This is an optimization exercise on Yosys and OpenROAD, whose aim is small area, a short achievable clock period and few clock cycles, not a production implementation. Where RTL was checked, it was by simulation tests only, not by an equivalence proof against the original. The RTL of runs 1 and 6 was laid out without a check of its function.

`config.mk`:
```
export PLATFORM = sky130hd
export DESIGN_NAME = FFT16_stream
export DESIGN_NICKNAME = FFT16_stream
export VERILOG_FILES = /design/flow/design.v
export SDC_FILE = /design/flow/constraint.sdc
export NUM_CORES = 8
export LEC_CHECK = 0
export CAP_MARGIN = 20
export CORE_MARGIN = 2
export CORE_UTILIZATION = 70
export CTS_CLUSTER_DIAMETER = 80
export CTS_CLUSTER_SIZE = 25
export PLACE_DENSITY = 0.8
export SETUP_SLACK_MARGIN = 5
export SLEW_MARGIN = 20
```
`constraint.sdc`:
```
create_clock -name core_clock -period 10.0 [get_ports {i_clk}]
set_input_delay 2.0000 -clock core_clock [delete_from_list [all_inputs] [get_ports {i_clk}]]
set_output_delay 2.0000 -clock core_clock [all_outputs]
set_load 0.01 [all_outputs]
```
`design.v`:
```
module addsk #(parameter W = 16) (
	input  [W-1:0] a,
	input  [W-1:0] b,
	input          ci,
	output [W-1:0] s
);
	localparam L = $clog2(W);
	wire [W-1:0] p = a ^ b;
	wire [W-1:0] g = a & b;
	wire [W-1:0] gg [0:L];
	wire [W-1:0] pp [0:L];
	assign gg[0] = {g[W-1:1], g[0] | (p[0] & ci)};
	assign pp[0] = {p[W-1:1], 1'b0};
	genvar l, i;
	generate for (l = 1; l <= L; l = l + 1) begin : lv
		for (i = 0; i < W; i = i + 1) begin : bt
			if ((i % (1 << l)) >= (1 << (l - 1))) begin : cmb
				localparam integer J = (i / (1 << l)) * (1 << l) + (1 << (l - 1)) - 1;
				assign gg[l][i] = gg[l-1][i] | (pp[l-1][i] & gg[l-1][J]);
				assign pp[l][i] = pp[l-1][i] & pp[l-1][J];
			end else begin : pas
				assign gg[l][i] = gg[l-1][i];
				assign pp[l][i] = pp[l-1][i];
			end
		end
	end endgenerate
	assign s = p ^ {gg[L][W-2:0], ci};
endmodule
module add16 (input [15:0] a, input [15:0] b, input ci, output [15:0] s);
	addsk #(.W(16)) u (.a(a), .b(b), .ci(ci), .s(s));
endmodule
module FFT16_stream (
	input             i_clk,
	input             i_rst,
	input             i_valid,
	input      [15:0] i_re,
	input      [15:0] i_im,
	output            o_ready,
	output reg        o_valid,
	output reg [15:0] o_re,
	output reg [15:0] o_im
);
	reg  [2:0] ph;
	reg  [3:0] wcnt;
	reg        rdy_n;    
	wire       rdy = ~rdy_n;
	wire       acc = i_valid & rdy;
	wire [3:0] wcnt_p1 = wcnt + 4'd1;
	wire [2:0] ph_n = ph + 3'd1;
	assign o_ready = rdy;
	always @(posedge i_clk or posedge i_rst) begin
		if (i_rst) begin
			ph   <= 3'd0;
			wcnt <= 4'd0;
			rdy_n <= 1'b0;
		end else begin
			ph   <= ph_n;
			if (acc) wcnt <= wcnt_p1;
			rdy_n <= acc ? (ph_n != wcnt_p1[2:0]) : (ph_n != wcnt[2:0]);
		end
	end
	reg        x_v;
	reg [15:0] x_re, x_im;
	always @(posedge i_clk or posedge i_rst) begin
		if (i_rst) x_v <= 1'b0;
		else       x_v <= acc;
	end
	always @(posedge i_clk) begin
		x_re <= i_re;
		x_im <= i_im;
	end
	wire        s0_v, s0_nr;
	wire [15:0] s0_re, s0_im;
	sdf_stage #(.LD(3), .JOUT(1), .OREG(1)) st0 (.i_clk(i_clk), .i_rst(i_rst), .i_v(x_v), .i_re(x_re), .i_im(x_im),
		.i_nr(1'b0), .o_v(s0_v), .o_re(s0_re), .o_im(s0_im), .o_nr(s0_nr));
	wire        s1_v;
	wire [15:0] s1_re, s1_im;
	sdf_stage #(.LD(2), .JOUT(0), .OREG(1)) st1 (.i_clk(i_clk), .i_rst(i_rst), .i_v(s0_v), .i_re(s0_re), .i_im(s0_im),
		.i_nr(s0_nr), .o_v(s1_v), .o_re(s1_re), .o_im(s1_im), .o_nr());
	wire        t2_v, t2_nr;
	wire [15:0] t2_re, t2_im;
	tw2 u_tw2 (.i_clk(i_clk), .i_rst(i_rst), .i_v(s1_v), .i_re(s1_re), .i_im(s1_im),
		.o_v(t2_v), .o_re(t2_re), .o_im(t2_im), .o_nr(t2_nr));
	wire        s2_v;
	wire [15:0] s2_re, s2_im;
	wire        s2_vn;
	wire [15:0] s2_ren;
	sdf_stage #(.LD(1), .JOUT(0), .OREG(1)) st2 (.i_clk(i_clk), .i_rst(i_rst), .i_v(t2_v), .i_re(t2_re), .i_im(t2_im),
		.i_nr(t2_nr), .o_v(s2_v), .o_re(s2_re), .o_im(s2_im), .o_nr(), .o_vn(s2_vn), .o_ren(s2_ren));
	wire        t3_v, t3_nr;
	wire [15:0] t3_re, t3_im;
	tw3 u_tw3 (.i_clk(i_clk), .i_rst(i_rst), .i_v(s2_v), .i_re(s2_re), .i_im(s2_im),
		.i_vn(s2_vn), .i_ren(s2_ren),
		.o_v(t3_v), .o_re(t3_re), .o_im(t3_im), .o_nr(t3_nr));
	wire        s3_v;
	wire [15:0] s3_re, s3_im;
	sdf_stage #(.LD(0), .JOUT(0), .OREG(0)) st3 (.i_clk(i_clk), .i_rst(i_rst), .i_v(t3_v), .i_re(t3_re), .i_im(t3_im),
		.i_nr(t3_nr), .o_v(s3_v), .o_re(s3_re), .o_im(s3_im), .o_nr());
	wire        r0_v, r1_v;
	wire [15:0] r0_re, r0_im, r1_re, r1_im;
	bit_exchange #(.BI(0), .BJ(3)) ex0 (.i_clk(i_clk), .i_rst(i_rst), .i_v(s3_v), .i_re(s3_re), .i_im(s3_im),
		.o_v(r0_v), .o_re(r0_re), .o_im(r0_im));
	bit_exchange #(.BI(1), .BJ(2)) ex1 (.i_clk(i_clk), .i_rst(i_rst), .i_v(r0_v), .i_re(r0_re), .i_im(r0_im),
		.o_v(r1_v), .o_re(r1_re), .o_im(r1_im));
	always @(posedge i_clk or posedge i_rst) begin
		if (i_rst) o_valid <= 1'b0;
		else       o_valid <= r1_v;
	end
	always @(posedge i_clk) begin
		o_re <= r1_re;
		o_im <= r1_im;
	end
endmodule
module sdf_stage #(parameter LD = 0, JOUT = 0, OREG = 1) (
	input             i_clk,
	input             i_rst,
	input             i_v,
	input      [15:0] i_re,
	input      [15:0] i_im,
	input             i_nr,
	output            o_v,
	output     [15:0] o_re,
	output     [15:0] o_im,
	output            o_nr,
	output            o_vn,
	output     [15:0] o_ren
);
	localparam D = 1 << LD;
	reg  [3:0]  q;
	reg  [LD:0] pend;
	wire comb = i_v & q[LD];
	wire last = comb & (q[LD:0] == {(LD+1){1'b1}});
	wire vn   = comb | (pend != 0);
	reg  [3:0]  oq;      
	always @(posedge i_clk or posedge i_rst) begin
		if (i_rst) begin
			q    <= 4'd0;
			pend <= 0;
			oq   <= 4'd0;
		end else begin
			if (i_v) q <= q + 4'd1;
			if (last) pend <= D;
			else if (pend != 0) pend <= pend - 1'b1;
			if (vn) oq <= oq + 4'd1;
		end
	end
	reg  [15:0] dl_re [0:D-1];
	reg  [15:0] dl_im [0:D-1];
	wire [15:0] x0_re = dl_re[D-1];
	wire [15:0] x0_im = dl_im[D-1];
	wire [15:0] t_re  = i_re & {16{comb}};
	wire [15:0] t_im  = i_im & {16{comb}};
	wire        t_nr  = i_nr & comb;
	wire [15:0] u_re, y1_re, u_im, y1_im;
	add16 a0 (.a(x0_re), .b(t_re),  .ci(t_nr),  .s(u_re));
	add16 a1 (.a(x0_re), .b(~t_re), .ci(~t_nr), .s(y1_re));
	add16 a2 (.a(x0_im), .b(t_im),  .ci(1'b0),  .s(u_im));
	add16 a3 (.a(x0_im), .b(~t_im), .ci(1'b1),  .s(y1_im));
	wire        load  = i_v & ~comb;
	integer j;
	always @(posedge i_clk) begin
		dl_re[0] <= load ? i_re : y1_re;
		dl_im[0] <= load ? i_im : y1_im;
		for (j = 1; j < D; j = j + 1) begin
			dl_re[j] <= dl_re[j-1];
			dl_im[j] <= dl_im[j-1];
		end
	end
	assign o_vn  = vn;
	assign o_ren = u_re;
	generate if (OREG) begin : g_oreg
		reg        r_v, r_nr;
		reg [15:0] r_re, r_im;
		wire       sw = (JOUT != 0) & oq[3] & oq[2];
		always @(posedge i_clk or posedge i_rst) begin
			if (i_rst) r_v <= 1'b0;
			else       r_v <= vn;
		end
		always @(posedge i_clk) begin
			r_re <= sw ? ~u_im : u_re;
			r_im <= sw ? u_re : u_im;
			r_nr <= sw;
		end
		assign o_v = r_v;  assign o_re = r_re;  assign o_im = r_im;  assign o_nr = r_nr;
	end else begin : g_comb
		assign o_v = vn;   assign o_re = u_re;  assign o_im = u_im;  assign o_nr = 1'b0;
	end endgenerate
endmodule
module cmul_p (input [15:0] a, input b5, input id, output [23:0] p, output [17:0] a3);
	wire [23:0] x  = {{8{a[15]}}, a};
	wire [23:0] m1 = id ? 24'd0 : (b5 ? (x << 6) : (x << 4));
	wire [23:0] m2 = (b5 & ~id) ? (x << 3) : 24'd0;
	wire [7:0]  bias = {8{a[15] & ~id}};
	wire [23:0] r0 = {a, bias};
	wire [23:0] cs = r0 ^ ~m1 ^ ~m2;
	wire [23:0] cc = (r0 & ~m1) | (r0 & ~m2) | (~m1 & ~m2);
	addsk #(.W(24)) u_p (.a(cs), .b({cc[22:0], 1'b1}), .ci(1'b1), .s(p));
	addsk #(.W(18)) u_3 (.a({{2{a[15]}}, a}), .b({a[15], a, 1'b0}), .ci(1'b0), .s(a3));
endmodule
module tw2 (
	input             i_clk,
	input             i_rst,
	input             i_v,
	input      [15:0] i_re,
	input      [15:0] i_im,
	output reg        o_v,
	output reg [15:0] o_re,
	output reg [15:0] o_im,
	output reg        o_nr
);
	reg [3:0] q;
	reg       a_v, b_v;
	always @(posedge i_clk or posedge i_rst) begin
		if (i_rst) begin
			q   <= 4'd0;
			a_v <= 1'b0;
			b_v <= 1'b0;
			o_v <= 1'b0;
		end else begin
			if (i_v) q <= q + 4'd1;
			a_v <= i_v;
			b_v <= a_v;
			o_v <= b_v;
		end
	end
	wire [1:0]  k = q[1] ? {q[2], q[3]} : 2'd0;    
	wire [23:0] rp, ip;
	wire [17:0] r3, i3;
	cmul_p u_rp (.a(i_re), .b5(1'b1), .id(1'b0), .p(rp), .a3(r3));
	cmul_p u_ip (.a(i_im), .b5(1'b1), .id(1'b0), .p(ip), .a3(i3));
	reg  [1:0]  a_k, b_k;
	reg  [15:0] a_rp, a_ip, a_re, a_im;
	reg  [9:0]  a_r3, a_i3;
	reg         a_rb, a_ib;
	always @(posedge i_clk) begin
		a_k  <= k;
		a_rp <= rp[23:8];  a_r3 <= r3[17:8];  a_rb <= (rp[7:0] < r3[7:0]);  a_re <= i_re;
		a_ip <= ip[23:8];  a_i3 <= i3[17:8];  a_ib <= (ip[7:0] < i3[7:0]);  a_im <= i_im;
	end
	wire [15:0] mr, mi;
	add16 u_mr (.a(a_rp), .b(~{{6{a_r3[9]}}, a_r3}), .ci(~a_rb), .s(mr));
	add16 u_mi (.a(a_ip), .b(~{{6{a_i3[9]}}, a_i3}), .ci(~a_ib), .s(mi));
	reg  [15:0] b_re, b_im;
	always @(posedge i_clk) begin
		b_k  <= a_k;
		b_re <= a_k[0] ? mr : a_re;
		b_im <= a_k[0] ? mi : a_im;
	end
	wire [15:0] msum, mdif;
	add16 u_ms (.a(b_re), .b(b_im),  .ci(1'b0), .s(msum));
	add16 u_md (.a(b_re), .b(~b_im), .ci(1'b1), .s(mdif));
	always @(posedge i_clk) begin
		case (b_k)
			2'd1: begin o_re <= mdif;  o_im <= msum; o_nr <= 1'b0; end
			2'd2: begin o_re <= ~b_im; o_im <= b_re; o_nr <= 1'b1; end
			2'd3: begin o_re <= ~msum; o_im <= mdif; o_nr <= 1'b1; end
			default: begin o_re <= b_re; o_im <= b_im; o_nr <= 1'b0; end
		endcase
	end
endmodule
module tw3 (
	input             i_clk,
	input             i_rst,
	input             i_v,
	input      [15:0] i_re,
	input      [15:0] i_im,
	input             i_vn,      
	input      [15:0] i_ren,
	output reg        o_v,
	output reg [15:0] o_re,
	output reg [15:0] o_im,
	output reg        o_nr
);
	reg  [3:0] q;
	reg        a_v, b_v, c_v;
	always @(posedge i_clk or posedge i_rst) begin
		if (i_rst) begin
			q   <= 4'd0;
			a_v <= 1'b0;
			b_v <= 1'b0;
			c_v <= 1'b0;
			o_v <= 1'b0;
		end else begin
			if (i_v) q <= q + 4'd1;
			a_v <= i_v;
			b_v <= a_v;
			c_v <= b_v;
			o_v <= c_v;
		end
	end
	wire [3:0] qn  = i_v ? q + 4'd1 : q;
	wire [2:0] kn  = {qn[1], qn[2], qn[3]};
	wire       ntn = i_vn & qn[0] & (kn[1:0] != 2'd0);    
	wire [2:0] k   = {q[1], q[2], q[3]};
	wire       x1  = q[0];
	wire       nt  = i_v & x1 & (k[1:0] != 2'd0);
	reg  [15:0] e_op;
	reg         e_b5;
	always @(posedge i_clk) begin
		e_op <= ntn ? i_ren : i_im;
		e_b5 <= ntn ? (kn[1:0] == 2'd2) : (k[1:0] == 2'd2);
	end
	wire [23:0] ep;
	wire [17:0] e3;
	cmul_p u_p (.a(e_op), .b5(e_b5), .id(1'b0), .p(ep), .a3(e3));
	wire [9:0]  l62 = {2'b0, e3[2:0], 5'd0} + {2'b0, e_op[6:0], 1'b0} + {2'b0, {8{e_op[15]}}};
	reg  [15:0] f_p;
	reg  [14:0] f_3;      
	reg  [8:0]  f_a;      
	reg         f_b;
	reg  [1:0]  f_c;
	always @(posedge i_clk) begin
		f_p <= ep[23:8];
		f_3 <= e3[17:3];
		f_a <= e_op[15:7];
		f_b <= (ep[7:0] < e3[7:0]);
		f_c <= l62[9:8];
	end
	wire [15:0] t_hi = {{6{f_3[14]}}, f_3[14:5]};      
	wire [15:0] t_62 = {f_3[14], f_3};                  
	wire [15:0] a_62 = {{7{f_a[8]}}, f_a};              
	reg  [15:0] g_a, g_b;
	wire [15:0] qa, qb;
	wire [15:0] bs = t_62 ^ a_62 ^ {14'd0, f_c};
	wire [15:0] bc = (t_62 & a_62) | (t_62 & {14'd0, f_c}) | (a_62 & {14'd0, f_c});
	addsk #(.W(16)) u_qb (.a(bs), .b({bc[14:0], 1'b0}), .ci(1'b0), .s(qb));
	add16 u_qa (.a(f_p), .b(~t_hi), .ci(~f_b), .s(qa));
	always @(posedge i_clk) begin
		g_a <= qa;
		g_b <= qb;
	end
	reg  [15:0] p1_re, p1_im, p2_re, p2_im;
	reg  [2:0]  a_k, b_k;
	reg         a_nt, b_nt, a_x1, b_x1;
	always @(posedge i_clk) begin
		p1_re <= i_re;  p1_im <= i_im;
		p2_re <= p1_re; p2_im <= p1_im;
		a_k <= k;   a_nt <= nt;   a_x1 <= x1;
		b_k <= a_k; b_nt <= a_nt; b_x1 <= a_x1;
	end
	reg         xs, ys, swp, nr;
	always @(*) begin
		case (b_k)
			3'd1: begin xs = 1; ys = 0; swp = 0; nr = 0; end
			3'd2: begin xs = 1; ys = 0; swp = 0; nr = 0; end
			3'd3: begin xs = 0; ys = 1; swp = 1; nr = 0; end
			3'd4: begin xs = 0; ys = 0; swp = 1; nr = 1; end
			3'd5: begin xs = 1; ys = 0; swp = 1; nr = 1; end
			3'd6: begin xs = 0; ys = 1; swp = 0; nr = 1; end
			3'd7: begin xs = 0; ys = 1; swp = 0; nr = 1; end
			default: begin xs = 0; ys = 0; swp = 0; nr = 0; end
		endcase
	end
	wire        b5   = (b_k[1:0] == 2'd2);
	wire        sw   = b_x1 & swp;
	wire        ng   = b_x1 & nr;
	wire [15:0] yb   = b5 ? g_a : g_b;           
	wire [15:0] pa_r = b_nt ? (sw ? yb : g_a) : (sw ? p2_im : p2_re);
	wire [15:0] pa_i = b_nt ? (sw ? g_a : yb) : (sw ? p2_re : p2_im);
	reg  [15:0] h_re, h_im;
	reg         h_selr, h_seli, h_zr, h_zi, h_cr, h_ci, ng_d;
	always @(posedge i_clk) begin
		h_re   <= pa_r ^ {16{ng}};
		h_im   <= pa_i;
		h_selr <= sw | b5;            
		h_seli <= ~sw | b5;           
		h_zr   <= ~b_nt;
		h_zi   <= ~b_nt;
		h_cr   <= (b_nt & (sw ? ys : xs)) ^ ng;
		h_ci   <= b_nt & (sw ? xs : ys);
		ng_d   <= ng;
	end
	wire [15:0] br = (h_selr ? g_a : g_b) & {16{~h_zr}};
	wire [15:0] bi = (h_seli ? g_a : g_b) & {16{~h_zi}};
	wire [15:0] sr, si;
	add16 u_sr (.a(h_re), .b(br ^ {16{h_cr}}), .ci(h_cr), .s(sr));
	add16 u_si (.a(h_im), .b(bi ^ {16{h_ci}}), .ci(h_ci), .s(si));
	always @(posedge i_clk) begin
		o_re <= sr;
		o_im <= si;
		o_nr <= ng_d;
	end
endmodule
module bit_exchange #(parameter BI = 0, BJ = 3) (
	input             i_clk,
	input             i_rst,
	input             i_v,
	input      [15:0] i_re,
	input      [15:0] i_im,
	output            o_v,
	output     [15:0] o_re,
	output     [15:0] o_im
);
	localparam L = (1 << BJ) - (1 << BI);
	reg [3:0] q;
	reg [L-1:0] vd;
	always @(posedge i_clk or posedge i_rst) begin
		if (i_rst) begin
			q  <= 4'd0;
			vd <= 0;
		end else begin
			if (i_v) q <= q + 4'd1;
			vd <= (L == 1) ? i_v : {vd, i_v};
		end
	end
	wire s = i_v & q[BJ] & ~q[BI];
	reg  [15:0] b_re [0:L-1];
	reg  [15:0] b_im [0:L-1];
	integer j;
	always @(posedge i_clk) begin
		b_re[0] <= s ? b_re[L-1] : i_re;
		b_im[0] <= s ? b_im[L-1] : i_im;
		for (j = 1; j < L; j = j + 1) begin
			b_re[j] <= b_re[j-1];
			b_im[j] <= b_im[j-1];
		end
	end
	assign o_re = s ? i_re : b_re[L-1];
	assign o_im = s ? i_im : b_im[L-1];
	assign o_v  = vd[L-1];
endmodule
```
`flow/run.sh`:
```
#!/bin/bash
# standard flow with a larger setup-slack margin for timing repair
sed 's/SETUP_SLACK_MARGIN=5 /SETUP_SLACK_MARGIN=6.7 /' standard.sh > standard_m.sh
bash standard_m.sh > flow.log 2>&1
```
`standard.sh`:
```
#!/bin/bash
# synth_recipe.tcl (not shown) runs the flow's synth.tcl, then flattens the netlist and writes it again
# the make line also repeats each setting of config.mk as NAME=value (left out here)
make -C /OpenROAD-flow-scripts/flow DESIGN_CONFIG=/design/flow/config.mk WORK_HOME=/design/flow/orfs CLKGATE_MAP_FILE= SYNTH_SCRIPT=/design/flow/synth_recipe.tcl "${@:-finish}"
```
==> flow_summary.yaml, run 1 <==
outcome:
  status: "timing/DRC/antenna clean"
grt:
  grt_pass1_wl_um: 181300
  grt_max_degree: 80
  first_global_vias: 34650
  gr-total-overflow: 0
  antenna_found_initial: 6
  grt_usage_pct: 27.29
synthesis:
  synth_cell_types: 91
  synth-main-ff-cell: "dfxtp_1"
  syn_area_per_cell_um2: 10.75
  synthArstFlopShare_pct: 4.838
  syn_area_um2: 56570
  synth_edf_count: 0
  ys_ff_latch: 1385
  yosys_warnings: 24
  ys_seq_area_share_pct: 49.61
  synthCells: 5261
placement:
  place_inst: 6278
  gp_congestion: 0.8840
  port_buffers: 68
  hpwl_um: 83350
clock_tree:
  htree_levels: 3
  cts.sinks: 1385
  clockBufferDepth: 3
  clk_pin_slew_ns: 0.09
  clock_latency_ns: 0.65
  hold_buffers: 0
  cts_root_buf: "clkbuf_16"
  cts_buffers: 68
  cts_tree: "built"
sta:
  fmax_mhz: 304.2
  finalClockSkew_ns: 0.03212
  tns_ns: 0
  slew_headroom_pct: 26.54
  finalCritPeriodShare_pct: 32.87
  hold_viol: 0
  drv_slew: 0
  post-route-min-period_ns: 3.287
  setup_viol: 0
  tightest_slew_ns: 1.102
  rsz0062_at_grt: "yes"
floorplanning:
  dieWidth_um: 288.3
  core-area_um2: 80290
  rows: 104
  die_area_um2: 83100
  initial_core_util_pct: 70.46
  ios: 69
  fp.dieH_um: 288.3
critical_path:
  cp-end-kind: "output port"
  cpPeakStageDelay_ns: 0.39
  worstSetupPathType: "reg2out"
  worstPathMaxFanout: 1
  cp_slowest_cell: "dfxtp_2"
  crit_family: "flip-flops"
  path_buf_inv: 1
  start_kind: "flop"
  worstPathArrival_ns: 1.29
  path_cells: "clkdlybuf4s15_2"
  cp.required_ns: 8.00
cells_and_area:
  final_cell_count_no_fill: 6449
  layout_common_cells: "dfxtp_1, ha_1, inv_1"
  nFillCells: 5180
  areaGrowthSynthToFinish_pct: 8.814
  fin_nets: 6075
  regArea_um2: 28120
  layout-drive-gt1-share_pct: 8.709
  final_common_cell: "dfxtp_1"
  multi_input_area_um2: 27010
drt:
  wl_per_cell_um: 17.83
  first_pass_iters: 8
  drt_iter0_drc: 2226
  antenna_left: 0
  num_vias: 35480
  viasPerCell: 5.502
  drc: 0
  drt_wl_total_um: 115000
min_path:
  min_path_type: "reg2reg"
flow_run:
  cap_violations: 0
==> flip-flops by register name, summed over array words and instances, names as in the netlist, 32 cells and up <==
name       flops
st2.dl_re     32
st1.dl_re     64
st0.dl_im    128
ex0.b_im     112
ex1.b_re      32
st2.dl_im     32
st1.dl_im     64
ex0.b_re     112
ex1.b_im      32
st0.dl_re    128
==> cell families (layout without fill, tap and decap cells) <==
kind of cell	Yosys count	after routing	synth area share, %
buf+inv	571	692	3.811
fa+ha+maj	686	686	17.51
simple gates	1197	1199	9.522
other cells	2	7	0.01328
compound gates	850	850	9.803
xor+xnor	382	382	5.915
mux	188	188	3.818
flops	1385	1385	49.61
==> metal layers <==
metal  GRT usage [%]  part of all wire, %
met4           5.674                  1.7
met3           4.013                  5.2
met2           41.71                   44
met1           41.36                   49
met5               0                0.018
==> cell usage after synthesis (13+ instances only) <==
cell type,n,share of area [%]
a211oi_1,26,0.35
a21o_1,52,0.69
a21oi_1,284,2.5
a31oi_1,22,0.24
and2_1,28,0.31
and3_1,45,0.50
buf_1,17,0.11
clkbuf_1,111,0.74
dfrtp_1,67,3.0
dfxtp_1,1318,47
fa_1,176,6.2
ha_1,510,11
inv_1,432,2.9
mux2_2,62,1.2
mux2i_1,110,1.9
mux4_2,16,0.64
nand2_1,420,2.8
nand2b_1,51,0.56
nand3_1,35,0.31
nand4_1,13,0.14
nor2_1,395,2.6
nor2b_1,45,0.50
nor3_1,73,0.65
o211ai_1,19,0.25
o21a_1,73,0.97
o21ai_0,174,1.5
o21bai_1,44,0.58
o31a_1,13,0.20
o31ai_1,21,0.28
or2_2,22,0.24
or3_1,26,0.29
xnor2_1,215,3.3
xor2_1,167,2.6
==> worst paths after layout <==
path	cells past startpoint	endpoint	slack, ns	startpoint
setup / recovery	1	o_re[9]	6.71	o_re[9]$_DFF_P_
hold / removal	0	ex0.b_re[6][9]$_DFF_P_	0.32	ex0.b_re[5][9]$_DFF_P_
setup reg to reg	12	u_tw3.f_p[15]$_DFF_P_	6.72	u_tw3.e_op[0]$_DFF_P_
hold reg to reg	0	ex0.b_re[6][9]$_DFF_P_	0.32	ex0.b_re[5][9]$_DFF_P_
max in group asynchronous	3	ex0.vd[3]$_DFF_PP0_	7.15	i_rst
min in group asynchronous	2	st0.pend[1]$_DFFE_PP0P_	1.79	i_rst
==> layout make-up <==
type / instances / area share [%]
sequential: 1385 / 45.68
timing repair buffer: 158 / 2.214
multi-input combinational: 3308 / 43.88
clock buffer: 84 / 2.931
tap: 1060 / 2.155
antenna: 4 / 0.01626
clock inverter: 17 / 0.4452
inverter: 433 / 2.681
==> metrics by stage <==
step | instance area (um2) | hold slack, ns | utilization (%) | setup WS (ns)
after floorplan | 56700 | 0.3096 | - | 6.672
after global placement | 58340 | 0.3095 | 72.66 | 6.058
after detailed placement | 58340 | 0.3121 | 72.66 | 5.943
after CTS | 60830 | 0.3250 | 75.76 | 6.685
after global routing | 61540 | 0.3280 | 76.65 | 6.550
final | 61550 | 0.3176 | 76.67 | 6.713
==> what timing repair did <==
| action | in CTS | in global routing |
|---|---|---|
| pin swaps | 20 | 59 |
| resized for setup | 116 | 105 |
| setup endpoints to repair | 190 | 106 |
| cloned | 2 | 0 |
| hold endpoints to repair | 0 | 0 |
| buffers inserted | 30 | 34 |
==> run 2, diff against run 1 <==
--- a/design.v
+++ b/design.v
@@ -1,10 +1,9 @@
-module addsk #(parameter W = 16) (
+module addsk #(parameter W = 16, L = 4) (    
 	input  [W-1:0] a,
 	input  [W-1:0] b,
 	input          ci,
 	output [W-1:0] s
 );
-	localparam L = $clog2(W);
 	wire [W-1:0] p = a ^ b;
 	wire [W-1:0] g = a & b;
 	wire [W-1:0] gg [0:L];
@@ -27,7 +26,7 @@
 	assign s = p ^ {gg[L][W-2:0], ci};
 endmodule
 module add16 (input [15:0] a, input [15:0] b, input ci, output [15:0] s);
-	addsk #(.W(16)) u (.a(a), .b(b), .ci(ci), .s(s));
+	addsk #(.W(16), .L(4)) u (.a(a), .b(b), .ci(ci), .s(s));
 endmodule
 module FFT16_stream (
 	input             i_clk,
@@ -194,8 +193,8 @@
 	wire [23:0] r0 = {a, bias};
 	wire [23:0] cs = r0 ^ ~m1 ^ ~m2;
 	wire [23:0] cc = (r0 & ~m1) | (r0 & ~m2) | (~m1 & ~m2);
-	addsk #(.W(24)) u_p (.a(cs), .b({cc[22:0], 1'b1}), .ci(1'b1), .s(p));
-	addsk #(.W(18)) u_3 (.a({{2{a[15]}}, a}), .b({a[15], a, 1'b0}), .ci(1'b0), .s(a3));
+	addsk #(.W(24), .L(5)) u_p (.a(cs), .b({cc[22:0], 1'b1}), .ci(1'b1), .s(p));
+	addsk #(.W(18), .L(5)) u_3 (.a({{2{a[15]}}, a}), .b({a[15], a, 1'b0}), .ci(1'b0), .s(a3));
 endmodule
 module tw2 (
 	input             i_clk,
@@ -323,7 +322,7 @@
 	wire [15:0] qa, qb;
 	wire [15:0] bs = t_62 ^ a_62 ^ {14'd0, f_c};
 	wire [15:0] bc = (t_62 & a_62) | (t_62 & {14'd0, f_c}) | (a_62 & {14'd0, f_c});
-	addsk #(.W(16)) u_qb (.a(bs), .b({bc[14:0], 1'b0}), .ci(1'b0), .s(qb));
+	addsk #(.W(16), .L(4)) u_qb (.a(bs), .b({bc[14:0], 1'b0}), .ci(1'b0), .s(qb));
 	add16 u_qa (.a(f_p), .b(~t_hi), .ci(~f_b), .s(qa));
 	always @(posedge i_clk) begin
 		g_a <= qa;
==> flow/run.sh (replaced) <==
#!/bin/bash
# standard flow with a larger setup-slack margin for timing repair
sed 's/SETUP_SLACK_MARGIN=5 /SETUP_SLACK_MARGIN=6.85 /' standard.sh > standard_m.sh
bash standard_m.sh > flow.log 2>&1
--- a/config.mk
+++ b/config.mk
@@ -8,8 +8,8 @@
 export CAP_MARGIN = 20
 export CORE_MARGIN = 2
 export CORE_UTILIZATION = 70
-export CTS_CLUSTER_DIAMETER = 80
-export CTS_CLUSTER_SIZE = 25
+export CTS_CLUSTER_DIAMETER = 70
+export CTS_CLUSTER_SIZE = 30
 export PLACE_DENSITY = 0.8
 export SETUP_SLACK_MARGIN = 5
 export SLEW_MARGIN = 20
==> run 2 against run 1 <==
Area after synthesis unchanged. Worst setup slack improved by 0.0089 ns. Die area unchanged. Cell count increased by 0.42%. Worst hold slack got worse by 0.017 ns. Non-clock buffer count increased by 31.
==> flow_summary.yaml, run 2 <==
placement:
  gp_congestion: 0.8673
  hpwl_um: 82480
  port_buffers: 68
  place_ws_ns: 5.901
  placed_area_um2: 58390
synthesis:
  ys_seq_area_share_pct: 49.61
  yosys_warnings: 24
  synth_common_cells: "dfxtp_1, ha_1, inv_1"
  synthCells: 5261
  synth_top_area_share_pct: 46.64
  synthArstFlopShare_pct: 4.838
  synth_cell_types: 91
  synth-main-ff-cell: "dfxtp_1"
  syn_area_um2: 56570
  ys_ff_latch: 1385
  post_synth_main_area_contributors: "dfxtp_1, ha_1, fa_1"
  synth_most_common_cell: "dfxtp_1"
  yosys.area.top_type: "dfxtp_1"
  synth_edf_count: 0
  syn_area_per_cell_um2: 10.75
sta:
  finalClockSkew_ns: 0.04787
  setup_viol: 0
  fmax_mhz: 305.0
  post-route-min-period_ns: 3.278
  hold_viol: 0
  tightest_slew_ns: 1.144
  setup_slack_ns: 6.722
  finalCritPeriodShare_pct: 32.78
  hold_slack_ns: 0.3009
  slew_headroom_pct: 23.56
  drv_slew: 0
  rsz0062_at_grt: "yes"
  tns_ns: 0
critical_path:
  path_cells: "inv_1 -> buf_2"
  cp.required_ns: 8.00
  worstPathArrival_ns: 1.28
  cp-end-kind: "output port"
  worstSetupPathType: "reg2out"
  path_buf_inv: 2
  cp_slowest_cell: "dfrtp_1"
  crit_family: "flip-flops"
  cpPeakStageDelay_ns: 0.43
  start_kind: "flop"
  worstPathMaxFanout: 2
drt:
  wl_per_cell_um: 17.89
  drt_iter0_drc: 2264
  viasPerCell: 5.501
  drt_wl_total_um: 115900
  drc: 0
  antenna_left: 0
  first_pass_iters: 5
  num_vias: 35620
floorplanning:
  die_area_um2: 83100
  rows: 104
  initial_core_util_pct: 70.46
  core-area_um2: 80290
  fp.dieH_um: 288.3
  ios: 69
  dieWidth_um: 288.3
grt:
  antenna_found_initial: 7
  met1_usage_pct: 40.51
  gr-total-overflow: 0
  grt_pass1_wl_um: 179800
  first_global_vias: 34440
  grt_util_met2_pct: 41.42
  grt_max_degree: 80
  grtUsageMet3_pct: 4.692
  grt_usage_pct: 27.11
  top_usage_layer: "met2"
clock_tree:
  cts.sinks: 1385
  cts_buffers: 60
  clockBufferDepth: 3
  clk_pin_slew_ns: 0.11
  htree_levels: 2
  clock_latency_ns: 0.70
  cts_tree: "built"
  cts_root_buf: "clkbuf_16"
cells_and_area:
  multi_input_area_um2: 27700
  areaGrowthSynthToFinish_pct: 10.45
  reg.largest.list: "st0.dl_im: 128 flops, st0.dl_re: 128 flops"
  nFillCells: 5127
  layout-drive-gt1-share_pct: 11.93
  finalInstanceArea_um2: 62480
  fin_nets: 6099
  layout_common_cells: "dfxtp_1, ha_1, inv_1"
  regArea_um2: 28170
  final_common_cell: "dfxtp_1"
outcome:
  status: "timing/DRC/antenna clean"
flow_run:
  cap_violations: 0
min_path:
  min_path_type: "reg2reg"
[run 2: cell types whose count changed in the layout (fill, tap and decap cells not counted), sizes merged, moves of 2 or more]
cell and change:
clkbuf -11, buf +62, clkdlybuf4s15 -8, inv +5
diode -2, clkinv +3, dlygate4sd2 -24
[run 2: area by class of cell]
class | instances | share of cell area [%]
Antenna cell | 2 | 0.008011
Clock buffer | 73 | 2.549
Tap cell | 1060 | 2.123
Inverter | 433 | 2.635
Clock inverter | 25 | 0.6228
Timing Repair Buffer | 189 | 2.637
Sequential cell | 1385 | 45.09
Multi-Input combinational cell | 3309 | 44.34
[run 2: timing repair]
action / CTS / global route
gates cloned: 4 / 1
hold buffers: 0 / 0
endpoints found under the hold margin: 0 / 0
setup buffers: 38 / 58
gates resized for setup: 267 / 201
pin swaps: 28 / 106
setup endpoints to repair: 258 / 152
[run 2: path summary, 6_finish.rpt]
path | from | end | slack [ns] | cells after the start
max | rdy_n$_DFF_PP0_ | o_ready | 6.72 | 2
min | st2.dl_im[0][10]$_DFF_P_ | st2.dl_im[1][10]$_DFF_P_ | 0.30 | 0
max reg2reg | u_tw2.o_v$_DFF_PP0_ | u_tw3.e_op[15]$_DFF_P_ | 6.73 | 12
min reg2reg | st2.dl_im[0][10]$_DFF_P_ | st2.dl_im[1][10]$_DFF_P_ | 0.30 | 0
max in group asynchronous | i_rst | u_tw2.o_v$_DFF_PP0_ | 7.32 | 3
min in group asynchronous | i_rst | wcnt[1]$_DFFE_PP0P_ | 1.98 | 3
[run 2: logic make-up (layout without fill, tap and decap cells)]
family          after synthesis  count (layout)  synth area share (%)
xor+xnor                    382             382                 5.915
simple gates               1197            1200                 9.522
buf+inv                     571             720                 3.811
mux                         188             188                 3.818
compound gates              850             850                 9.803
fa+ha+maj                   686             686                 17.51
flops                      1385            1385                 49.61
other cells                   2               5               0.01328
[run 2: metrics by stage]
step	utilization (%)	instances
2_1_floorplan	-	5262
3_3_place_gp	72.73	6274
3_5_place_dp	72.73	6274
4_1_cts	76.03	6414
5_1_grt	77.81	6474
6_report	77.82	6476
[run 2: per-layer routing]
metal	vias up	wire, um
li1	17600	-
met4	0	2241
met1	17140	55230
met5	-	0
met2	724	51430
met3	152	6975
[run 2: worst register-to-register path, stage by stage (launching register included)]
cell	delay (ns)
dfrtp_2	0.45
buf_4	0.14
and3_4	0.15
fa_2	0.36
fa_2	0.38
nand2b_4	0.10
a221oi_4	0.07
o211ai_1	0.30
a31oi_2	0.15
a221o_1	0.35
a21oi_2	0.17
xor2_2	0.31
mux2_4	0.26
Testbench counts of run 2, summed over its fixed seeds: cycles 3,360.
==> run 3, diff against run 2 <==
==> flow/run.sh (replaced) <==
#!/bin/bash
# standard flow; timing repair aims at a larger setup-slack margin, and the
# port buffers are plain buffers
sed 's/SETUP_SLACK_MARGIN=5 /SETUP_SLACK_MARGIN=6.7 BUFFER_PORTS_ARGS="-buffer_cell sky130_fd_sc_hd__buf_2" /' standard.sh > standard_m.sh
bash standard_m.sh > flow.log 2>&1
==> run 3 against run 2 <==
Still clean. Sequential share of layout area rose by 0.87 points. Global-route usage hardly changed. Wire length down 1.3%. Maximum frequency is 1.9% lower. Synthesized cell count did not move. Worst setup slack worse by 0.064 ns. First-iteration DRC count rose by 11%. Critical path depth up 10. Via count is 0.14% higher. Critical endpoint is now u_tw3.f_p[15]$_DFF_P_.
==> flow_summary.yaml, run 3 <==
placement:
  gp_congestion: 0.9015
  hpwl_um: 83190
  port_buffers: 68
  placed_area_um2: 58000
critical_path:
  rr_startpoint: "u_tw3.e_op[4]$_DFF_P_"
  worstPathArrival_ns: 3.88
  crit_family: "compound AO/OA/AOI/OAI gates"
  worstSetupPathType: "reg2reg"
  worstPathMaxFanout: 5
  reg2reg_to: "u_tw3.f_p[15]$_DFF_P_"
  cp-end-kind: "flop"
  path_cells: "clkinvlp_4 -> nor2_4 -> a21oi_1 -> fa_1 -> ha_1 -> and3_1 -> a211o_1 -> a21o_1 -> a31oi_4 -> o211ai_1 -> a2111oi_2 -> a211oi_1"
  path_buf_inv: 1
  cpPeakStageDelay_ns: 0.49
  rr_worst_depth: 12
  cp_slowest_cell: "fa_1"
  cp.required_ns: 10.54
  r2r_slack_ns: 6.66
  cp_num_cells: 12
  start_kind: "flop"
clock_tree:
  clk_pin_slew_ns: 0.11
  cts_buffers: 60
  clockBufferDepth: 3
  cts_root_buf: "clkbuf_16"
  cts_tree: "built"
  clock_latency_ns: 0.70
  htree_levels: 2
  cts.sinks: 1385
floorplanning:
  rows: 104
  initial_core_util_pct: 70.46
  ios: 69
  core-area_um2: 80290
  dieWidth_um: 288.3
  fp.dieH_um: 288.3
  die_area_um2: 83100
sta:
  finalClockSkew_ns: 0.04614
  tightest_slew_ns: 1.108
  finalCritPeriodShare_pct: 33.42
  slew_headroom_pct: 26.11
  drv_slew: 0
  fmax_mhz: 299.2
  hold_viol: 0
  tns_ns: 0
  rsz0062_at_grt: "yes"
  setup_viol: 0
  post-route-min-period_ns: 3.342
synthesis:
  ys_ff_latch: 1385
  synth_most_common_cell: "dfxtp_1"
  yosys_warnings: 24
  synth-main-ff-cell: "dfxtp_1"
  ys_seq_area_share_pct: 49.61
  synthCells: 5261
  post_synth_main_area_contributors: "dfxtp_1, ha_1, fa_1"
  syn_area_per_cell_um2: 10.75
  synth_common_cells: "dfxtp_1, ha_1, inv_1"
  synth_top_area_share_pct: 46.64
  yosys.area.top_type: "dfxtp_1"
  synth_cell_types: 91
  synthArstFlopShare_pct: 4.838
  syn_area_um2: 56570
  synth_edf_count: 0
drt:
  wl_per_cell_um: 17.74
  drc: 0
  drt_iter0_drc: 2521
  first_pass_iters: 7
  viasPerCell: 5.533
  drt_wl_total_um: 114400
  antenna_left: 0
  num_vias: 35670
min_path:
  hold_end: "ex0.b_re[5][8]$_DFF_P_"
  min_delay_path_depth: 0
  min_path_type: "reg2reg"
  worstHoldStart: "ex0.b_re[4][8]$_DFF_P_"
cells_and_area:
  regArea_um2: 28130
  reg.largest.list: "st0.dl_im: 128 flops, st0.dl_re: 128 flops"
  layout-drive-gt1-share_pct: 10.01
  finalInstanceArea_um2: 61200
  layout_common_cells: "dfxtp_1, ha_1, inv_1"
  final_common_cell: "dfxtp_1"
  fin_nets: 6074
  areaGrowthSynthToFinish_pct: 8.186
  multi_input_area_um2: 27010
  nFillCells: 5193
grt:
  grt_usage_pct: 27.12
  gr-total-overflow: 0
  first_global_vias: 34560
  grt_max_degree: 80
  grt_pass1_wl_um: 179300
  antenna_found_initial: 10
flow_run:
  cap_violations: 0
outcome:
  status: "timing/DRC/antenna clean"
==> run 3: through the flow <==
step                      setup WS [ns]  util, %  hold slack, ns  std cells
after floorplan                   6.672        -          0.3096       5262
after global placement            6.008    72.24          0.3096       6278
after detailed placement          5.900    72.24          0.3121       6278
after CTS                         6.666    75.18          0.3116       6404
after global routing              6.529    76.22          0.3170       6445
final                             6.658    76.22          0.3122       6447
==> run 3: area by class of cell <==
type,instances,share of cell area (%)
Tap cell,1060,2.167
Timing Repair Buffer,165,1.877
Sequential cell,1385,45.96
Clock inverter,22,0.5766
Multi-Input combinational cell,3308,44.14
Inverter,433,2.693
Clock buffer,72,2.578
Antenna cell,2,0.008178
==> run 3: cell families (layout without fill, tap and decap cells) <==
kind of cell             Yosys count  count (layout)  share of synthesized area [%]
AND/OR/NAND/NOR                 1197            1199                          9.522
AO/OA/AOI/OAI                    850             850                          9.803
other                              2               5                        0.01328
flip-flops                      1385            1385                          49.61
buffers and inverters            571             692                          3.811
adder cells (fa/ha/maj)          686             686                          17.51
multiplexers                     188             188                          3.818
XOR/XNOR                         382             382                          5.915
==> run 3: layer usage <==
metal / global-route usage, % / share of wire, % / up-vias / wire length, um
met5: 0 / 0.017 / - / 20
met4: 6.218 / 2.0 / 4 / 2295
met3: 4.423 / 6.0 / 153 / 6895
met2: 41.36 / 44 / 766 / 50210
met1: 40.67 / 48 / 17190 / 54960
li1: - / - / 17560 / -
==> run 3: timing repair <==
action,CTS,global route
pin swaps,19,63
hold buffers,0,0
gates resized for setup,62,117
setup endpoints to repair,206,114
cloned,2,1
hold endpoints to repair,0,0
buffers inserted,30,40
==> run 3: worst max path at each step <==
stage | start | to | slack [ns]
after floorplan | st0.g_oreg.r_v$_DFF_PP0_ | st1.dl_re[0][13]$_DFF_P_ | 6.67
after global placement | x_v$_DFF_PP0_ | st0.dl_re[0][14]$_DFF_P_ | 6.01
after detailed placement | st0.g_oreg.r_v$_DFF_PP0_ | st1.g_oreg.r_im[15]$_DFF_P_ | 5.90
after CTS | st1.q[2]$_DFFE_PP0P_ | st1.g_oreg.r_im[15]$_DFF_P_ | 6.67
after global routing | u_tw3.e_op[4]$_DFF_P_ | u_tw3.f_p[15]$_DFF_P_ | 6.53
final | u_tw3.e_op[4]$_DFF_P_ | u_tw3.f_p[15]$_DFF_P_ | 6.66
==> run 4, diff against run 3 <==
==> flow/run.sh (replaced) <==
#!/bin/bash
# standard flow with a larger setup-slack margin for timing repair
sed 's/SETUP_SLACK_MARGIN=5 /SETUP_SLACK_MARGIN=6.7 /' standard.sh > standard_m.sh
bash standard_m.sh > flow.log 2>&1
==> config.mk (replaced) <==
export PLATFORM = sky130hd
export DESIGN_NAME = FFT16_stream
export DESIGN_NICKNAME = FFT16_stream
export VERILOG_FILES = /design/flow/design.v
export SDC_FILE = /design/flow/constraint.sdc
export NUM_CORES = 8
export LEC_CHECK = 0
export CAP_MARGIN = 5
export CORE_MARGIN = 2
export CORE_UTILIZATION = 70
export CTS_CLUSTER_DIAMETER = 80
export CTS_CLUSTER_SIZE = 25
export PLACE_DENSITY = 0.8
export SETUP_SLACK_MARGIN = 5
export SLEW_MARGIN = 5
==> run 4 against run 3 <==
Still clean on timing, DRC and antenna. Non-clock buffer count shrank 7. Wire length grew 0.61%. Worst setup slack gained 0.058 ns. Design area grew 0.58%. Worst hold slack gained 0.0063 ns. Cell count is essentially flat. Maximum frequency grew 1.8%. Register-to-register slack gained 0.07 ns.
==> flow_summary.yaml, run 4 <==
floorplanning:
  die_area_um2: 83100
  ios: 69
  fp.dieH_um: 288.3
  rows: 104
  core-area_um2: 80290
  initial_core_util_pct: 70.46
  dieWidth_um: 288.3
grt:
  first_global_vias: 34650
  antenna_found_initial: 6
  grt_max_degree: 80
  grt_usage_pct: 27.29
  gr-total-overflow: 0
  grt_pass1_wl_um: 181300
synthesis:
  post_synth_main_area_contributors: "dfxtp_1, ha_1, fa_1"
  yosys.area.top_type: "dfxtp_1"
  synth-main-ff-cell: "dfxtp_1"
  synth_cell_types: 91
  synthArstFlopShare_pct: 4.838
  ys_ff_latch: 1385
  synth_edf_count: 0
  synth_top_area_share_pct: 46.64
  syn_area_per_cell_um2: 10.75
  synthCells: 5261
  syn_area_um2: 56570
  synth_most_common_cell: "dfxtp_1"
  synth_common_cells: "dfxtp_1, ha_1, inv_1"
  ys_seq_area_share_pct: 49.61
  yosys_warnings: 24
critical_path:
  cp_slowest_cell: "dfxtp_2"
  path_buf_inv: 1
  rr_worst_depth: 12
  worstSetupPathType: "reg2out"
  crit_family: "flip-flops"
  reg2reg_to: "u_tw3.f_p[15]$_DFF_P_"
  rr_startpoint: "u_tw3.e_op[0]$_DFF_P_"
  worstPathArrival_ns: 1.28
  cp-end-kind: "output port"
  r2r_slack_ns: 6.73
  cpPeakStageDelay_ns: 0.38
  start_kind: "flop"
  path_cells: "clkdlybuf4s15_2"
  cp.required_ns: 8.00
  worstPathMaxFanout: 1
cells_and_area:
  layout_common_cells: "dfxtp_1, ha_1, inv_1"
  fin_nets: 6075
  areaGrowthSynthToFinish_pct: 8.814
  reg.largest.list: "st0.dl_im: 128 flops, st0.dl_re: 128 flops"
  layout-drive-gt1-share_pct: 8.709
  final_common_cell: "dfxtp_1"
min_path:
  hold_end: "ex0.b_re[6][9]$_DFF_P_"
  worstHoldStart: "ex0.b_re[5][9]$_DFF_P_"
  min_delay_path_depth: 0
  min_path_type: "reg2reg"
clock_tree:
  htree_levels: 3
  clockBufferDepth: 3
  cts_tree: "built"
  cts.sinks: 1385
  cts_buffers: 68
  cts_root_buf: "clkbuf_16"
  clk_pin_slew_ns: 0.09
  clock_latency_ns: 0.65
drt:
  wl_met2_um: 50570
  antenna_left: 0
  viasPerCell: 5.500
  drt_wl_total_um: 115100
  wl_per_cell_um: 17.84
  drc: 0
  dr.max_layer_used: "met5"
  wl_met1_um: 56230
  drt_iter0_drc: 2318
  num_vias: 35480
  first_pass_iters: 6
  wl_met3_um: 6217
outcome:
  status: "timing/DRC/antenna clean"
sta:
  hold_viol: 0
  hold_slack_ns: 0.3186
  finalCritPeriodShare_pct: 32.84
  slew_headroom_pct: 18.86
  tightest_slew_ns: 1.215
  tns_ns: 0
  rsz0062_at_grt: "yes"
  fmax_mhz: 304.5
  finalClockSkew_ns: 0.03131
  setup_viol: 0
  drv_slew: 0
  post-route-min-period_ns: 3.284
placement:
  gp_congestion: 0.8840
  port_buffers: 68
  hpwl_um: 83350
flow_run:
  cap_violations: 0
==> run 4: cell counts after synthesis <==
No cell type changed its count.
==> run 4: cell type report <==
cell class	instances	area, um2
Sequential cell	1385	28120
Multi-Input combinational cell	3308	27000
Fill cell	5177	18730
Clock buffer	84	1804
Inverter	433	1650
Timing Repair Buffer	158	1363
Tap cell	1060	1326
Clock inverter	17	274.0
Antenna cell	6	15.01
==> run 4: worst max-delay path by stage <==
| stage | from | endpoint | slack [ns] | cells past startpoint |
|---|---|---|---|---|
| final | o_re[9]$_DFF_P_ | o_re[9] | 6.72 | 1 |
| after global placement | st0.g_oreg.r_v$_DFF_PP0_ | st1.g_oreg.r_im[15]$_DFF_P_ | 6.06 | 12 |
| after detailed placement | st0.g_oreg.r_v$_DFF_PP0_ | st1.g_oreg.r_im[15]$_DFF_P_ | 5.94 | 12 |
| after global routing | u_tw3.e_b5$_DFF_P_ | u_tw3.f_p[15]$_DFF_P_ | 6.55 | 12 |
| after floorplan | st0.g_oreg.r_v$_DFF_PP0_ | st1.dl_re[0][13]$_DFF_P_ | 6.67 | 16 |
| after CTS | st0.g_oreg.r_v$_DFF_PP0_ | st1.g_oreg.r_im[15]$_DFF_P_ | 6.68 | 12 |
==> run 4: through the flow <==
| stage | utilization [%] | area (um2) | cells | setup slack (ns) |
|---|---|---|---|---|
| 6_report | 76.67 | 61550 | 6451 | 6.716 |
| 5_1_grt | 76.65 | 61540 | 6445 | 6.550 |
| 4_1_cts | 75.76 | 60830 | 6411 | 6.685 |
| 3_5_place_dp | 72.66 | 58340 | 6278 | 5.943 |
| 3_3_place_gp | 72.66 | 58340 | 6278 | 6.058 |
| 2_1_floorplan | - | 56700 | 5262 | 6.672 |
==> run 4: repair_timing <==
action / 4_1_cts / 5_1_grt
buffers inserted: 30 / 34
pin swaps: 20 / 57
resized for setup: 116 / 106
setup endpoints to repair: 190 / 104
cloned: 2 / 0
hold buffers: 0 / 0
==> run 4: logic make-up (layout without fill, tap and decap cells) <==
family                   after synthesis  count (layout)  synth area share (%)
buffers and inverters                571             692                 3.811
other                                  2               9               0.01328
XOR/XNOR                             382             382                 5.915
multiplexers                         188             188                 3.818
AND/OR/NAND/NOR                     1197            1199                 9.522
AO/OA/AOI/OAI                        850             850                 9.803
flip-flops                          1385            1385                 49.61
adder cells (fa/ha/maj)              686             686                 17.51
==> run 4: layer usage <==
layer,vias to the layer above,global-route usage (%)
met5,-,0
met4,4,5.674
met3,144,4.013
met2,714,41.71
met1,17070,41.36
li1,17550,-
==> run 5, diff against run 4 <==
--- a/config.mk
+++ b/config.mk
@@ -5,11 +5,11 @@
 export SDC_FILE = /design/flow/constraint.sdc
 export NUM_CORES = 8
 export LEC_CHECK = 0
-export CAP_MARGIN = 5
+export CAP_MARGIN = 20
 export CORE_MARGIN = 2
 export CORE_UTILIZATION = 70
 export CTS_CLUSTER_DIAMETER = 80
 export CTS_CLUSTER_SIZE = 25
 export PLACE_DENSITY = 0.8
 export SETUP_SLACK_MARGIN = 5
-export SLEW_MARGIN = 5
+export SLEW_MARGIN = 20
==> run 5 against run 4 <==
Worst hold slack got worse by 0.00097 ns. Critical path depth did not move. Worst setup slack got worse by 0.0035 ns. Count of clock-buffer cells in the layout did not move. Die area did not move. Design area did not move. Global-route usage did not move. Core utilization did not move. Still clean. Synthesized cell count did not move. First-iteration DRC count fell by 4.0%.
==> flow_summary.yaml, run 5 <==
synthesis:
  yosys.area.top_type: "dfxtp_1"
  synth-main-ff-cell: "dfxtp_1"
  synthCells: 5261
  synth_common_cells: "dfxtp_1, ha_1, inv_1"
  syn_area_per_cell_um2: 10.75
  ys_ff_latch: 1385
  synthArstFlopShare_pct: 4.838
  post_synth_main_area_contributors: "dfxtp_1, ha_1, fa_1"
  synth_cell_types: 91
  ys_seq_area_share_pct: 49.61
  synth_top_area_share_pct: 46.64
  synth_edf_count: 0
  synth_most_common_cell: "dfxtp_1"
  yosys_warnings: 24
  syn_area_um2: 56570
floorplanning:
  dieWidth_um: 288.3
  core-area_um2: 80290
  initial_core_util_pct: 70.46
  fp.dieH_um: 288.3
  ios: 69
  rows: 104
  die_area_um2: 83100
critical_path:
  start_kind: "flop"
  cp.required_ns: 8.00
  cp_slowest_cell: "dfxtp_2"
  worstPathMaxFanout: 1
  crit_family: "flip-flops"
  path_buf_inv: 1
  worstSetupPathType: "reg2out"
  path_cells: "clkdlybuf4s15_2"
  cpPeakStageDelay_ns: 0.39
  cp-end-kind: "output port"
  worstPathArrival_ns: 1.29
clock_tree:
  cts_buffers: 68
  clockBufferDepth: 3
  cts.sinks: 1385
  clk_pin_slew_ns: 0.09
  cts_root_buf: "clkbuf_16"
  cts_tree: "built"
  hold_buffers: 0
  clock_latency_ns: 0.65
  htree_levels: 3
sta:
  rsz0062_at_grt: "yes"
  finalCritPeriodShare_pct: 32.87
  slew_headroom_pct: 26.54
  drv_slew: 0
  post-route-min-period_ns: 3.287
  tns_ns: 0
  fmax_mhz: 304.2
  finalClockSkew_ns: 0.03212
  setup_viol: 0
  tightest_slew_ns: 1.102
  hold_slack_ns: 0.3176
  hold_viol: 0
drt:
  num_vias: 35480
  drt_iter0_drc: 2226
  drc: 0
  first_pass_iters: 8
  viasPerCell: 5.502
  drt_wl_total_um: 115000
  antenna_left: 0
  wl_per_cell_um: 17.83
grt:
  grt_usage_pct: 27.29
  grt_max_degree: 80
  gr-total-overflow: 0
  antenna_found_initial: 6
  grt_pass1_wl_um: 181300
  first_global_vias: 34650
cells_and_area:
  fin_nets: 6075
  layout_common_cells: "dfxtp_1, ha_1, inv_1"
  layout-drive-gt1-share_pct: 8.709
  nFillCells: 5180
  reg.largest.list: "st0.dl_im: 128 flops, st0.dl_re: 128 flops"
  final_common_cell: "dfxtp_1"
  final_cell_count_no_fill: 6449
  fin_util_pct: 76.67
  areaGrowthSynthToFinish_pct: 8.814
placement:
  port_buffers: 68
  place_inst: 6278
  hpwl_um: 83350
  gp_congestion: 0.8840
min_path:
  min_path_type: "reg2reg"
flow_run:
  cap_violations: 0
outcome:
  status: "timing/DRC/antenna clean"
==> run 5: changes by cell type in the layout (fill, tap and decap cells not counted), sizes merged <==
cell | previous run | this run
diode | 6 | 4
==> run 5: per-stage QoR <==
stage                     worst slack, ns  area [um2]
after floorplan                     6.672       56700
after global placement              6.058       58340
after detailed placement            5.943       58340
after CTS                           6.685       60830
after global routing                6.550       61540
final                               6.713       61550
==> run 5: per-layer routing <==
metal,share of wire (%),global-route usage (%),up-vias
li1,-,-,17550
met1,49,41.36,17110
met2,44,41.71,671
met3,5.2,4.013,140
met4,1.7,5.674,4
met5,0.018,0,-
==> run 5: cell type report <==
type / count / area, um2 / area share (%)
tap: 1060 / 1326 / 2.155
antenna: 4 / 10.01 / 0.01626
inverter: 433 / 1650 / 2.681
clock buffer: 84 / 1804 / 2.931
timing repair buffer: 158 / 1363 / 2.214
sequential: 1385 / 28120 / 45.68
clock inverter: 17 / 274.0 / 0.4452
multi-input combinational: 3308 / 27010 / 43.88
==> run 5: kinds of logic after synthesis <==
family | Yosys count | synth area share, %
AOI/OAI and AO/OA | 850 | 9.803
buffers and inverters | 571 | 3.811
other | 2 | 0.01328
xor gates and xnor gates | 382 | 5.915
DFF | 1385 | 49.61
adders and majority gates | 686 | 17.51
and+or+nand+nor | 1197 | 9.522
muxes | 188 | 3.818
==> run 5: worst paths after layout <==
path	start	to	slack (ns)	cells past startpoint
setup / recovery	o_re[9]$_DFF_P_	o_re[9]	6.71	1
hold / removal	ex0.b_re[5][9]$_DFF_P_	ex0.b_re[6][9]$_DFF_P_	0.32	0
setup reg to reg	u_tw3.e_op[0]$_DFF_P_	u_tw3.f_p[15]$_DFF_P_	6.72	12
hold reg to reg	ex0.b_re[5][9]$_DFF_P_	ex0.b_re[6][9]$_DFF_P_	0.32	0
max in group asynchronous	i_rst	ex0.vd[3]$_DFF_PP0_	7.15	3
min in group asynchronous	i_rst	st0.pend[1]$_DFFE_PP0P_	1.79	2
==> run 5: repair_timing <==
item,4_1_cts,5_1_grt
pin swaps,20,59
gates cloned,2,0
endpoints found under the setup margin,190,106
hold endpoints to repair,0,0
resized for setup,116,105
buffers inserted,30,34
==> run 6, diff against run 5 <==
--- a/design.v
+++ b/design.v
@@ -227,14 +227,19 @@
 	wire [17:0] r3, i3;
 	cmul_p u_rp (.a(i_re), .b5(1'b1), .id(1'b0), .p(rp), .a3(r3));
 	cmul_p u_ip (.a(i_im), .b5(1'b1), .id(1'b0), .p(ip), .a3(i3));
+	wire        pass = ~k[0];
 	reg  [1:0]  a_k, b_k;
-	reg  [15:0] a_rp, a_ip, a_re, a_im;
+	reg  [15:0] a_rp, a_ip;
 	reg  [9:0]  a_r3, a_i3;
 	reg         a_rb, a_ib;
 	always @(posedge i_clk) begin
 		a_k  <= k;
-		a_rp <= rp[23:8];  a_r3 <= r3[17:8];  a_rb <= (rp[7:0] < r3[7:0]);  a_re <= i_re;
-		a_ip <= ip[23:8];  a_i3 <= i3[17:8];  a_ib <= (ip[7:0] < i3[7:0]);  a_im <= i_im;
+		a_rp <= pass ? i_re : rp[23:8];
+		a_ip <= pass ? i_im : ip[23:8];
+		a_r3 <= pass ? 10'd0 : r3[17:8];
+		a_i3 <= pass ? 10'd0 : i3[17:8];
+		a_rb <= ~pass & (rp[7:0] < r3[7:0]);
+		a_ib <= ~pass & (ip[7:0] < i3[7:0]);
 	end
 	wire [15:0] mr, mi;
 	add16 u_mr (.a(a_rp), .b(~{{6{a_r3[9]}}, a_r3}), .ci(~a_rb), .s(mr));
@@ -242,8 +247,8 @@
 	reg  [15:0] b_re, b_im;
 	always @(posedge i_clk) begin
 		b_k  <= a_k;
-		b_re <= a_k[0] ? mr : a_re;
-		b_im <= a_k[0] ? mi : a_im;
+		b_re <= mr;
+		b_im <= mi;
 	end
 	wire [15:0] msum, mdif;
 	add16 u_ms (.a(b_re), .b(b_im),  .ci(1'b0), .s(msum));
==> run 6 against run 5 <==
Still clean on timing, DRC and antenna. Register-to-register slack lost 0.25 ns. Worst hold slack lost 0.012 ns. Global-route usage grew 0.12 points. Maximum frequency shrank 6.9%. Design area shrank 1.1%. Worst setup slack lost 0.24 ns. Count of clock-buffer cells in the layout grew 5.
==> flow_summary.yaml, run 6 <==
outcome:
  status: "timing/DRC/antenna clean"
grt:
  grt_usage_pct: 27.41
  grt_pass1_wl_um: 179100
  first_global_vias: 34750
  gr-total-overflow: 0
  grt_max_degree: 94
  antenna_found_initial: 7
floorplanning:
  fp.dieH_um: 285.8
  initial_core_util_pct: 70.49
  core-area_um2: 78870
  ios: 69
  die_area_um2: 81690
  dieWidth_um: 285.8
  rows: 103
synthesis:
  yosys.area.top_type: "dfxtp_1"
  ys_seq_area_share_pct: 49.39
  ys_ff_latch: 1355
  synth-main-ff-cell: "dfxtp_1"
  synth_edf_count: 0
  synth_top_area_share_pct: 46.38
  synth_most_common_cell: "dfxtp_1"
  synthArstFlopShare_pct: 4.945
  syn_area_per_cell_um2: 10.58
  synthCells: 5253
  post_synth_main_area_contributors: "dfxtp_1, ha_1, fa_1"
  syn_area_um2: 55600
  synth_cell_types: 79
  yosys_warnings: 24
  synth_common_cells: "dfxtp_1, ha_1, inv_1"
min_path:
  hold_end: "st2.dl_re[1][0]$_DFF_P_"
  min_delay_path_depth: 0
  min_path_type: "reg2reg"
  worstHoldStart: "st2.dl_re[0][0]$_DFF_P_"
critical_path:
  cp-end-kind: "flop"
  r2r_slack_ns: 6.47
  path_cells: "and2_4 -> fa_1 -> inv_1 -> ha_1 -> o21a_1 -> o21a_4 -> o2111ai_4 -> a21boi_2 -> a221o_2 -> a221o_1 -> o41ai_4 -> buf_4 -> a211oi_2"
  reg2reg_to: "u_tw3.f_p[15]$_DFF_P_"
  rr_startpoint: "u_tw3.e_b5$_DFF_P_"
  cp_num_cells: 13
  rr_worst_depth: 13
  cp_slowest_cell: "fa_1"
  crit_family: "compound AO/OA/AOI/OAI gates"
  start_kind: "flop"
  worstPathArrival_ns: 4.06
  worstSetupPathType: "reg2reg"
  cpPeakStageDelay_ns: 0.56
  cp.required_ns: 10.52
  worstPathMaxFanout: 6
  path_buf_inv: 2
sta:
  drv_slew: 0
  slew_headroom_pct: 28.69
  post-route-min-period_ns: 3.532
  finalCritPeriodShare_pct: 35.32
  tns_ns: 0
  tightest_slew_ns: 1.067
  rsz0062_at_grt: "yes"
  hold_viol: 0
  fmax_mhz: 283.1
  finalClockSkew_ns: 0.03482
  setup_viol: 0
clock_tree:
  cts_buffers: 66
  cts_root_buf: "clkbuf_16"
  clockBufferDepth: 3
  clock_latency_ns: 0.66
  cts_tree: "built"
  clk_pin_slew_ns: 0.10
  htree_levels: 3
  cts.sinks: 1355
  hold_buffers: 0
flow_run:
  cap_violations: 0
cells_and_area:
  areaGrowthSynthToFinish_pct: 9.484
  diodes: 0
  layout_common_cells: "dfxtp_1, ha_1, inv_1"
  final_common_cell: "dfxtp_1"
  fin_nets: 6065
  layout-drive-gt1-share_pct: 9.054
  reg.largest.list: "st0.dl_im: 128 flops, st0.dl_re: 128 flops"
  fin_util_pct: 77.17
drt:
  viasPerCell: 5.495
  drc: 0
  antenna_left: 0
  drt_iter0_drc: 2164
  first_pass_iters: 5
  drt_wl_total_um: 114000
  wl_per_cell_um: 17.73
  num_vias: 35330
placement:
  gp_congestion: 0.8653
  port_buffers: 68
  hpwl_um: 81750
[run 6: cell types whose count changed after synthesis, moves of 28 or more]
cell,change
xnor2_1,+28
inv_1,+48
dfxtp_1,-30
nor2_1,+31
nand2_1,-41
a21oi_1,+43
[run 6: worst reg2reg max path: stages (launching register included)]
cell	delay [ns]
dfxtp_4	0.39
and2_4	0.15
fa_1	0.56
inv_1	0.05
ha_1	0.27
o21a_1	0.20
o21a_4	0.21
o2111ai_4	0.19
a21boi_2	0.10
a221o_2	0.37
a221o_1	0.38
o41ai_4	0.29
buf_4	0.20
a211oi_2	0.06
[run 6: area by class of cell]
class / count / area, um2
flip-flops and latches: 1355 / 27550
multi-input cells: 3269 / 26600
fillers: 5091 / 18000
inverters: 481 / 1819
clock buffers: 89 / 1758
repair buffers: 171 / 1569
well taps: 1050 / 1314
clock inverters: 14 / 260.3
[run 6: layer usage]
metal	vias to the layer above	GRT usage, %	part of all wire, %
met3	209	4.298	5.3
met2	762	43.60	45
li1	17380	-	-
met5	-	0	0
met1	16980	39.23	47
met4	0	7.448	2.6
[run 6: worst max-delay path by stage]
stage | startpoint | end | slack, ns
detailed placement | st2.q[1]$_DFFE_PP0P_ | u_tw3.e_op[15]$_DFF_P_ | 5.91
global placement | st2.q[1]$_DFFE_PP0P_ | u_tw3.e_op[15]$_DFF_P_ | 6.04
CTS | u_tw3.e_b5$_DFF_P_ | u_tw3.f_p[14]$_DFF_P_ | 6.35
finish | u_tw3.e_b5$_DFF_P_ | u_tw3.f_p[15]$_DFF_P_ | 6.47
floorplan | u_tw3.e_b5$_DFF_P_ | u_tw3.f_p[14]$_DFF_P_ | 6.45
global route | u_tw3.e_b5$_DFF_P_ | u_tw3.f_p[14]$_DFF_P_ | 6.33
[run 6: kinds of logic (layout without fill, tap and decap cells)]
logic type      count (synthesis)  in the layout  synth area share (%)
compound gates                837            837                 9.265
xor+xnor                      395            395                 6.223
fa+ha+maj                     686            686                 17.82
buf+inv                       632            755                 4.283
flops                        1355           1355                 49.39
mux                           176            176                 3.653
other cells                     1              3              0.006745
simple gates                 1171           1172                 9.360
[run 6: metrics by stage]
step	hold WS, ns	cell area [um2]	std cells	setup WS, ns
after floorplan	0.3096	55760	5255	6.453
after global placement	0.3096	57280	6243	6.036
after detailed placement	0.3121	57280	6243	5.914
after CTS	0.3029	60100	6396	6.352
after global routing	0.3148	60870	6429	6.333
final	0.3056	60870	6429	6.468
[run 6: timing repair]
action                     in CTS  in global routing
pin swaps                      31                 66
resized for setup             166                138
cloned                          3                  0
setup endpoints to repair     213                141
setup buffers                  47                 33

[re-timing with driven ports]
The results above use ideal ports. As a check the final layouts listed here were re-extracted and re-timed, cells and wires unchanged. Step 1 sets driving cells, clkbuf_16 on the clock port and buf_2 on the other inputs (assumed; they add their load-dependent delay and slew). Step 2 times the ports against the registers' clock, not the clock port: input delays grow and output delays shrink by t, the midpoint of the rising clock arrivals with the driver on. a / b / c = ideal / step 1 / step 2; a / b = the first two.
run | t (ns) | setup slack, ns | latest minus earliest clock arrival (ns) | worst data-port slew with drivers (ns)
run 1 | 0.708 | 6.713 / 6.642 / 6.361 | 0.032 / 0.032 | 0.05
run 2 | 0.738 | 6.722 / 6.658 / 6.364 | 0.048 / 0.048 | 0.06
run 3 | 0.747 | 6.658 / 6.658 / 6.450 | 0.046 / 0.046 | 0.05
run 4 | 0.706 | 6.716 / 6.645 / 6.363 | 0.032 / 0.031 | 0.05
run 5 | 0.708 | 6.713 / 6.642 / 6.361 | 0.032 / 0.032 | 0.05
run 6 | 0.706 | 6.468 / 6.468 / 6.453 | 0.042 / 0.043 | 0.04
After both steps setup and hold are still met in every run listed. For run 2, which loses most, drivers alone change the setup slack by -0.064 ns; drivers and shift together by -0.358 ns.
